This design comes from an exercise in tuning for small area on the open sky130 flow, not from production work. Only simulation tests tie the RTL to the original design; equivalence was not proved. Power and IR drop assume default switching activity.

run 1:
==> flow/design.v <==
module VGA(clk, rst, VGA_HS, VGA_VS ,VGA_R, VGA_G, VGA_B,VGA_BLANK_N,VGA_CLOCK, player, result_in, result,  state);
	input 				clk, rst;
	input		[1:0]		state;
	input 	[1:0]  	player;
	input 	[1:0] 	result;
	input 	[17:0] 	result_in;
	output 				VGA_HS, VGA_VS;
	output 				VGA_BLANK_N, VGA_CLOCK;
	output  [7:0] 	VGA_R, VGA_G, VGA_B;
	localparam [2:0] C_Z = 3'd0, C_BG = 3'd1, C_GR = 3'd2, C_BL = 3'd3, C_RD = 3'd4, C_WH = 3'd5;
	reg			pclk;		 
	reg	[1:0]	hs;		 
	reg	[7:0]	ho;		 
	reg	[1:0]	vs;		 
	reg	[7:0]	vo;		 
	reg			loaded;
	reg	[2:0]	code;
	function [5:0] t40;
		input [5:0] p;
		case (p)
			6'd0: t40 = 6'd63;
			6'd1: t40 = 6'd63;
			6'd2: t40 = 6'd63;
			6'd3: t40 = 6'd63;
			6'd4: t40 = 6'd63;
			6'd5: t40 = 6'd63;
			6'd6: t40 = 6'd63;
			6'd7: t40 = 6'd63;
			6'd8: t40 = 6'd63;
			6'd9: t40 = 6'd63;
			6'd10: t40 = 6'd63;
			6'd11: t40 = 6'd63;
			6'd12: t40 = 6'd63;
			6'd13: t40 = 6'd63;
			6'd14: t40 = 6'd63;
			6'd15: t40 = 6'd63;
			6'd16: t40 = 6'd63;
			6'd17: t40 = 6'd63;
			6'd18: t40 = 6'd63;
			6'd19: t40 = 6'd63;
			6'd20: t40 = 6'd63;
			6'd21: t40 = 6'd63;
			6'd22: t40 = 6'd63;
			6'd23: t40 = 6'd63;
			6'd24: t40 = 6'd63;
			6'd25: t40 = 6'd63;
			6'd26: t40 = 6'd63;
			6'd27: t40 = 6'd63;
			6'd28: t40 = 6'd63;
			6'd29: t40 = 6'd28;
			6'd30: t40 = 6'd27;
			6'd31: t40 = 6'd26;
			6'd32: t40 = 6'd25;
			6'd33: t40 = 6'd23;
			6'd34: t40 = 6'd22;
			6'd35: t40 = 6'd20;
			6'd36: t40 = 6'd18;
			6'd37: t40 = 6'd16;
			6'd38: t40 = 6'd13;
			6'd39: t40 = 6'd9;
			6'd40: t40 = 6'd1;
			default: t40 = 6'd0;
		endcase
	endfunction
	function [5:0] t30;
		input [5:0] p;
		case (p)
			6'd0: t30 = 6'd63;
			6'd1: t30 = 6'd63;
			6'd2: t30 = 6'd63;
			6'd3: t30 = 6'd63;
			6'd4: t30 = 6'd63;
			6'd5: t30 = 6'd63;
			6'd6: t30 = 6'd63;
			6'd7: t30 = 6'd63;
			6'd8: t30 = 6'd63;
			6'd9: t30 = 6'd63;
			6'd10: t30 = 6'd63;
			6'd11: t30 = 6'd63;
			6'd12: t30 = 6'd63;
			6'd13: t30 = 6'd63;
			6'd14: t30 = 6'd63;
			6'd15: t30 = 6'd63;
			6'd16: t30 = 6'd63;
			6'd17: t30 = 6'd63;
			6'd18: t30 = 6'd63;
			6'd19: t30 = 6'd63;
			6'd20: t30 = 6'd63;
			6'd21: t30 = 6'd63;
			6'd22: t30 = 6'd21;
			6'd23: t30 = 6'd20;
			6'd24: t30 = 6'd19;
			6'd25: t30 = 6'd17;
			6'd26: t30 = 6'd15;
			6'd27: t30 = 6'd14;
			6'd28: t30 = 6'd11;
			6'd29: t30 = 6'd8;
			6'd30: t30 = 6'd1;
			default: t30 = 6'd0;
		endcase
	endfunction
	function [5:0] t20;
		input [5:0] p;
		case (p)
			6'd0: t20 = 6'd63;
			6'd1: t20 = 6'd63;
			6'd2: t20 = 6'd63;
			6'd3: t20 = 6'd63;
			6'd4: t20 = 6'd63;
			6'd5: t20 = 6'd63;
			6'd6: t20 = 6'd63;
			6'd7: t20 = 6'd63;
			6'd8: t20 = 6'd63;
			6'd9: t20 = 6'd63;
			6'd10: t20 = 6'd63;
			6'd11: t20 = 6'd63;
			6'd12: t20 = 6'd63;
			6'd13: t20 = 6'd63;
			6'd14: t20 = 6'd63;
			6'd15: t20 = 6'd14;
			6'd16: t20 = 6'd13;
			6'd17: t20 = 6'd11;
			6'd18: t20 = 6'd9;
			6'd19: t20 = 6'd7;
			6'd20: t20 = 6'd1;
			default: t20 = 6'd0;
		endcase
	endfunction
	wire pix_en = pclk;
	wire hend = (hs == 2'd0) ? (&{ho[7], ho[5], ho[3:0]}) : (hs == 2'd3) ? (&{ho[7:5], ho[3], ho[1]}) : (&ho[7:4]);
	wire lend = (hs == 2'd3) && (&{ho[7:5], ho[3], ho[1]});
	wire vend = (vs == 2'd0) ? (&vo[5:2]) : (&{vo[7], vo[4:0]});
	wire vwrap = (vs == 2'd3) && (&{vo[7], vo[4]});
	wire h0 = (hs == 2'd0) && (ho[7:5] == 3'd0) && (ho[3:0] == 4'd0);
	always @(posedge clk) begin
		if (!rst) begin
			pclk <= 1'b1;
			hs <= 2'd0;
			ho <= 8'd16;
			vs <= 2'd0;
			vo <= 8'd0;
			loaded <= 1'b0;
		end else begin
			pclk <= ~pclk;
			loaded <= 1'b1;
			if (pix_en) begin
				if (hend) begin
					hs <= hs + 2'd1;
					ho <= (hs == 2'd3) ? 8'd16 : (hs == 2'd0) ? 8'd20 : 8'd28;
				end else
					ho <= ho + 8'd1;
				if (vwrap) begin
					vs <= 2'd0;
					vo <= 8'd0;
				end else if (lend) begin
					if (vend) begin
						vs <= vs + 2'd1;
						vo <= 8'd0;
					end else
						vo <= vo + 8'd1;
				end
			end
		end
	end
	assign VGA_CLOCK = pclk;
	assign VGA_HS = ~((hs == 2'd0) && !ho[7] && (ho[6:5] != 2'd0));
	assign VGA_VS = ~((vs == 2'd0) && (h0 ? (vo == 8'd11 || vo == 8'd12) : (vo == 8'd10 || vo == 8'd11)));
	assign VGA_BLANK_N = (hs != 2'd0) && (vs != 2'd0 || vo >= 8'd45);
	wire hmid = (hs == 2'd1) || (hs == 2'd2);
	wire vmid = (vs == 2'd1) || (vs == 2'd2);
	wire vline = hmid && ho >= 8'd229 && !(&ho[7:4]);
	wire hline = vmid && (h0 ? (vo >= 8'd140 && vo <= 8'd150) : (vo >= 8'd139 && vo <= 8'd149));
	wire st0 = (state == 2'd0);
	wire [7:0] hc = st0 ? (ho[7] ? 8'd178 : 8'd78) : 8'd128;
	wire [7:0] du = ho - hc;
	wire [7:0] dx = du ^ {8{du[7]}};
	wire [6:0] a = dx[6:0] + du[7];
	wire vneg = (vo[7:6] == 2'b00);
	wire [6:0] vx = {1'b0, vo[5:0] ^ {6{vneg}}} + vneg;
	wire [6:0] b = {vx[6] | vo[7], vx[5:0]};
	wire [5:0] m = a[5:0];
	wire [6:0] df = {1'b0, m} - {1'b0, b[5:0]};
	wire [5:0] p = df[6] ? b[5:0] : m;
	wire [5:0] q = df[6] ? m : b[5:0];
	wire r_out = q < t40(p);
	wire r_in = q < (st0 ? t20(p) : t30(p));
	wire ring = r_out && !r_in;
	wire inr = !a[6] && !b[6];
	wire ubox = du[7] ? (m <= 6'd46) : (m <= 6'd42);
	wire vbox = (b[5:0] <= 6'd39);
	wire crs = df[6] ? (df >= (st0 ? 7'd113 : 7'd123)) : (df <= (st0 ? 7'd15 : 7'd5));
	reg [1:0] cellv;
	always @* begin
		case ({vs, hs})
			4'b0101: cellv = result_in[1:0];
			4'b0110: cellv = result_in[3:2];
			4'b0111: cellv = result_in[5:4];
			4'b1001: cellv = result_in[7:6];
			4'b1010: cellv = result_in[9:8];
			4'b1011: cellv = result_in[11:10];
			4'b1101: cellv = result_in[13:12];
			4'b1110: cellv = result_in[15:14];
			4'b1111: cellv = result_in[17:16];
			default: cellv = 2'b00;
		endcase
	end
	reg [2:0] nxt;
	always @* begin
		nxt = code;
		if (state == 2'd0) begin
			nxt = C_BG;
			if ((hs == 2'd2) && (vs == 2'd2) && inr && (ho[7] ? (ubox && vbox && crs) : ring)) nxt = C_WH;
		end else if (state == 2'd1) begin
			if (vline || hline) nxt = C_GR;
			else nxt = C_WH;
			if (cellv == 2'b01 && inr && ring) nxt = C_BL;
			if (cellv == 2'b10 && inr && ubox && vbox && crs) nxt = C_RD;
		end else if (state == 2'd2) begin
			if (result == 2'b01) nxt = C_BL;
			else if (result == 2'b10) nxt = C_RD;
			else if (result == 2'b00) nxt = C_GR;
		end
		if (!loaded) nxt = (state == 2'd0) ? C_BG : C_Z;
	end
	always @(posedge clk) begin
		if (!rst) code <= C_Z;
		else if (pix_en) code <= nxt;
	end
	reg [23:0] rgb;
	always @* begin
		case (code)
			C_BG: rgb = 24'h64A682;
			C_GR: rgb = 24'hCACACA;
			C_BL: rgb = 24'h2E77AE;
			C_RD: rgb = 24'hCA1F3D;
			C_WH: rgb = 24'hFFFFFF;
			default: rgb = 24'h000000;
		endcase
	end
	assign {VGA_R, VGA_G, VGA_B} = rgb;
endmodule
Settings: LEC_CHECK=0, ABC_AREA=1, CAP_MARGIN=20, CORE_MARGIN=2, CORE_UTILIZATION=40, CTS_BUF_LIST=sky130_fd_sc_hd__clkbuf_8, SLEW_MARGIN=20; clock period 20.0 ns.
standard.sh (not shown) runs the stock make flow with config.mk's settings and CLKGATE_MAP_FILE= SYNTH_SCRIPT=/design/flow/synth_recipe.tcl, a recipe that flattens the netlist after the stock synthesis.
==> flow/flow/run.sh <==
#!/bin/bash
# Layout flow: the standard synthesis; then the combinational cells of its netlist are
# re-optimised for area with ABC (a few seeds in parallel, the smallest result kept), leaving the
# flip-flops as they are (same cells, same names); then the standard layout from floorplan
# on, with minimum-size port buffers and no dummy clock load.
set -euo pipefail
W=$(pwd)
R=$W/orfs/results/$FLOW_PLATFORM/VGA/base
LIB=$FLOW_HOME/platforms/$FLOW_PLATFORM/lib/sky130_fd_sc_hd__tt_025C_1v80.lib
YOSYS=$FLOW_HOME/../tools/install/yosys/bin/yosys
[ -x "$YOSYS" ] || YOSYS=yosys

bash standard.sh synth > $W/1_standard_synth.log 2>&1
cp $R/1_2_yosys.v $W/standard_synth.v

mkdir -p $W/resynth
# run_one TAG INPUT_NETLIST PRE DEEPSYN_OPTIONS: one ABC run on the combinational cells of
# INPUT_NETLIST, written to resynth/TAG/out.v with its area in resynth/TAG/stat.txt
run_one() {
  local tag=$1 in=$2 pre=$3 opt=$4
  local d=$W/resynth/$tag
  mkdir -p $d
  printf 'strash\n%s\n&get -n\n&deepsyn %s\n&put\ndch -f\namap -F 100\ntopo\n' "$pre" "$opt" > $d/script.abc
  cat > $d/resynth.ys <<EOC
read_liberty -ignore_miss_func $LIB
read_verilog $in
hierarchy -top $FLOW_TOP
setattr -mod -set blackbox 1 sky130_fd_sc_hd__dfxtp_1
flatten
delete t:\\\$scopeinfo
opt_clean -purge
abc -script $d/script.abc -liberty $LIB -dont_use *probe* -dont_use *lpflow* -dont_use *clkbuf* -dont_use *dly* -dont_use *clkinv*
opt_clean -purge
hilomap -singleton -hicell sky130_fd_sc_hd__conb_1 HI -locell sky130_fd_sc_hd__conb_1 LO
tee -o $d/stat.txt stat -liberty $LIB
write_verilog -noattr -nohex -nodec $d/out.v
EOC
  timeout 1200 $YOSYS -l $W/2_resynth_$tag.log $d/resynth.ys > /dev/null 2>&1 || true
}
# pick_best: the smallest result so far, in $best (folder) and $bestA (area)
best=""; bestA=""
pick_best() {
  for d in $W/resynth/*; do
    [ -s $d/out.v ] || continue
    a=$(awk '/Chip area/ {print $NF}' $d/stat.txt | tail -1)
    [ -n "$a" ] || continue
    if [ -z "$best" ] || awk -v a=$a -v b=$bestA 'BEGIN{exit !(a<b)}'; then best=$d; bestA=$a; fi
  done
  echo "best so far $(basename $best) $bestA" >> $W/2_resynth_areas.txt
}
run_one a0 $W/standard_synth.v balance "-I 4 -T 60 -S 0" &
run_one a1 $W/standard_synth.v balance "-I 4 -T 60 -S 7" &
run_one a2 $W/standard_synth.v balance "-I 4 -T 60 -S 13" &
run_one a3 $W/standard_synth.v balance "-I 4 -T 60 -S 21" &
wait
pick_best
cp $best/out.v $W/round1_best.v
run_one b0 $W/round1_best.v balance "-I 4 -T 60 -S 3" &
run_one b1 $W/round1_best.v balance "-I 4 -T 60 -S 7" &
run_one b2 $W/round1_best.v balance "-I 4 -T 60 -S 11" &
run_one b3 $W/round1_best.v balance "-I 4 -T 60 -S 17" &
wait
pick_best
cp $best/out.v $W/round2_best.v
run_one c0 $W/round2_best.v balance "-I 4 -T 60 -S 5" &
run_one c1 $W/round2_best.v balance "-I 4 -T 60 -S 9" &
run_one c2 $W/round2_best.v balance "-I 4 -T 60 -S 19" &
run_one c3 $W/round2_best.v balance "-I 4 -T 60 -S 23" &
wait
pick_best
cp $best/out.v $W/round3_best.v
run_one d0 $W/round3_best.v balance "-I 4 -T 60 -S 2" &
run_one d1 $W/round3_best.v balance "-I 4 -T 60 -S 29" &
run_one d2 $W/round3_best.v dc2 "-I 4 -T 60 -S 5" &
run_one d3 $W/round3_best.v dc2 "-I 4 -T 60 -S 13" &
wait
pick_best
for d in $W/resynth/*; do echo "$(basename $d) $(awk '/Chip area/ {print $NF}' $d/stat.txt | tail -1)" >> $W/2_resynth_areas.txt; done
echo "kept $best ($bestA)" >> $W/2_resynth_areas.txt
cp $best/out.v $R/1_2_yosys.v
rm -f $R/1_synth.odb $R/1_synth.sdc

bash standard.sh "BUFFER_PORTS_ARGS=-buffer_cell sky130_fd_sc_hd__buf_1" \
  "CTS_ARGS=-sink_clustering_enable -repair_clock_nets -buf_list sky130_fd_sc_hd__clkbuf_8 -dont_use_dummy_load" \
  finish > $W/3_standard_layout.log 2>&1
Edits applied to the flow inputs when going from run 1 to run 2:
-- flow/flow/run.sh --
<<< run 1, line 70
pick_best
cp $best/out.v $W/round3_best.v
run_one d0 $W/round3_best.v balance "-I 4 -T 60 -S 2" &
run_one d1 $W/round3_best.v balance "-I 4 -T 60 -S 29" &
run_one d2 $W/round3_best.v dc2 "-I 4 -T 60 -S 5" &
run_one d3 $W/round3_best.v dc2 "-I 4 -T 60 -S 13" &
wait
pick_best
for d in $W/resynth/*; do echo "$(basename $d) $(awk '/Chip area/ {print $NF}' $d/stat.txt | tail -1)" >> $W/2_resynth_areas.txt; done
>>> run 2, line 70
pick_best
for d in $W/resynth/*; do echo "$(basename $d) $(awk '/Chip area/ {print $NF}' $d/stat.txt | tail -1)" >> $W/2_resynth_areas.txt; done
## What came out
- Run 2 — share of cell area taken by flip-flops and latches 0.31 points higher, run 1 as reference
- o311ai_0 as the slowest cell on the critical path was reported by run 1, and o21ai_0 by run 2.
- Run 2 against run 1: pin count of the biggest net entering global routing went down 1, static leakage higher, relative slew slack shows a reduction of 3.2 points, maximum frequency went down by 1.7%.
- Worst endpoint required time ends up higher on run 1.
- The post-route total power was comparable across run 1 and run 2.
### run 2 -> run 3
==> flow/flow/run.sh <==
#!/bin/bash
# Layout flow: the standard synthesis; then the combinational cells of its netlist are
# re-optimised for area with ABC (a few seeds in parallel, the smallest result kept), leaving the
# flip-flops as they are (same cells, same names); then the standard layout from floorplan
# on, with minimum-size port buffers and no dummy clock load.
set -euo pipefail
W=$(pwd)
R=$W/orfs/results/$FLOW_PLATFORM/VGA/base
LIB=$FLOW_HOME/platforms/$FLOW_PLATFORM/lib/sky130_fd_sc_hd__tt_025C_1v80.lib
YOSYS=$FLOW_HOME/../tools/install/yosys/bin/yosys
[ -x "$YOSYS" ] || YOSYS=yosys

bash standard.sh synth > $W/1_standard_synth.log 2>&1
cp $R/1_2_yosys.v $W/standard_synth.v

mkdir -p $W/resynth
run_one() {
  local tag=$1 pre=$2 opt=$3
  local d=$W/resynth/$tag
  mkdir -p $d
  printf 'strash\n%s\n&get -n\n&deepsyn %s\n&put\ndch -f\namap -F 100\ntopo\n' "$pre" "$opt" > $d/script.abc
  cat > $d/resynth.ys <<EOC
read_liberty -ignore_miss_func $LIB
read_verilog $W/standard_synth.v
hierarchy -top $FLOW_TOP
setattr -mod -set blackbox 1 sky130_fd_sc_hd__dfxtp_1
flatten
delete t:\\\$scopeinfo
opt_clean -purge
abc -script $d/script.abc -liberty $LIB -dont_use *probe* -dont_use *lpflow* -dont_use *clkbuf* -dont_use *dly* -dont_use *clkinv*
opt_clean -purge
hilomap -singleton -hicell sky130_fd_sc_hd__conb_1 HI -locell sky130_fd_sc_hd__conb_1 LO
tee -o $d/stat.txt stat -liberty $LIB
write_verilog -noattr -nohex -nodec $d/out.v
EOC
  timeout 1200 $YOSYS -l $W/2_resynth_$tag.log $d/resynth.ys > /dev/null 2>&1 || true
}
# two rounds of four ABC runs (different seeds and starting structures)
run_one r0 "balance" "-I 4 -T 60 -S 0" &
run_one r1 "balance" "-I 4 -T 60 -S 7" &
run_one r2 "balance" "-I 4 -T 60 -S 13" &
run_one r3 "balance" "-I 4 -T 60 -S 21" &
wait
run_one r4 "dc2" "-I 4 -T 60 -S 0" &
run_one r5 "dc2" "-I 4 -T 60 -S 7" &
run_one r6 "dc2" "-I 4 -T 60 -S 13" &
run_one r7 "dc2" "-I 4 -T 60 -S 21" &
wait
best=""; bestA=""
for d in $W/resynth/r*; do
  [ -s $d/out.v ] || continue
  a=$(awk '/Chip area/ {print $NF}' $d/stat.txt | tail -1)
  [ -n "$a" ] || continue
  echo "$(basename $d) $a" >> $W/2_resynth_areas.txt
  if [ -z "$best" ] || awk -v a=$a -v b=$bestA 'BEGIN{exit !(a<b)}'; then best=$d; bestA=$a; fi
done
echo "kept $best ($bestA)" >> $W/2_resynth_areas.txt
cp $best/out.v $R/1_2_yosys.v
rm -f $R/1_synth.odb $R/1_synth.sdc

bash standard.sh "BUFFER_PORTS_ARGS=-buffer_cell sky130_fd_sc_hd__buf_1" \
  "CTS_ARGS=-sink_clustering_enable -repair_clock_nets -buf_list sky130_fd_sc_hd__clkbuf_8 -dont_use_dummy_load" \
  finish > $W/3_standard_layout.log 2>&1
--- outcome ---
- Higher total standard cell area after synthesis goes to run 3 over run 2.
- Comparing run 3 and run 2, the lower total power consumption of the routed design was measured on run 2.
- Against run 2, run 3 reports a worst setup slack that is lower.
- The measured slew at the worst slew-check pin in run 3 sits 0.0036 ns below the value recorded for run 2.
- In run 3 the number of multi-input logic gates turned out about 7% higher than in run 2.
- Run 3 reports its slowest library cell on the worst path as a31oi_1 while run 2 reports o21ai_0.
- The area added between synthesis and finish reported for run 3 is smaller than that of run 2 by 0.71 points.
- Clock transition at the registers of the reported paths: run 2 vs run 3 — no meaningful difference

## re-timing with driven ports
No port has a modelled driver above. Below, the same layouts with a new extraction and two added sets of constraints.
Step 1: set_driving_cell puts a clkbuf_16 on clk and a buf_2 on each other input, an assumption about the parent block.
Step 2 moves the port delays by t, midway between the first and last clock arrival at a register: inputs arrive t later, outputs are due t later. That takes back most of the time a late clock gives input paths.
Three values: no drivers, after step 1, after step 2; two values: the first two.
run | shift t [ns] | setup WS [ns] | latest minus earliest clock arrival (ns) | worst slew at a driven data input, ns
run 1 | 0.290 | 9.612 / 9.615 / 9.324 | 0.012 / 0.011 | 0.03
run 2 | 0.297 | 9.437 / 9.441 / 9.143 | 0.003 / 0.003 | 0.03
run 3 | 0.293 | 8.271 / 8.274 / 7.981 | 0.003 / 0.002 | 0.04
After both steps every run listed still meets setup and hold. For run 2, which loses most, drivers alone change the setup slack by +0.004 ns; drivers and shift together by -0.294 ns.
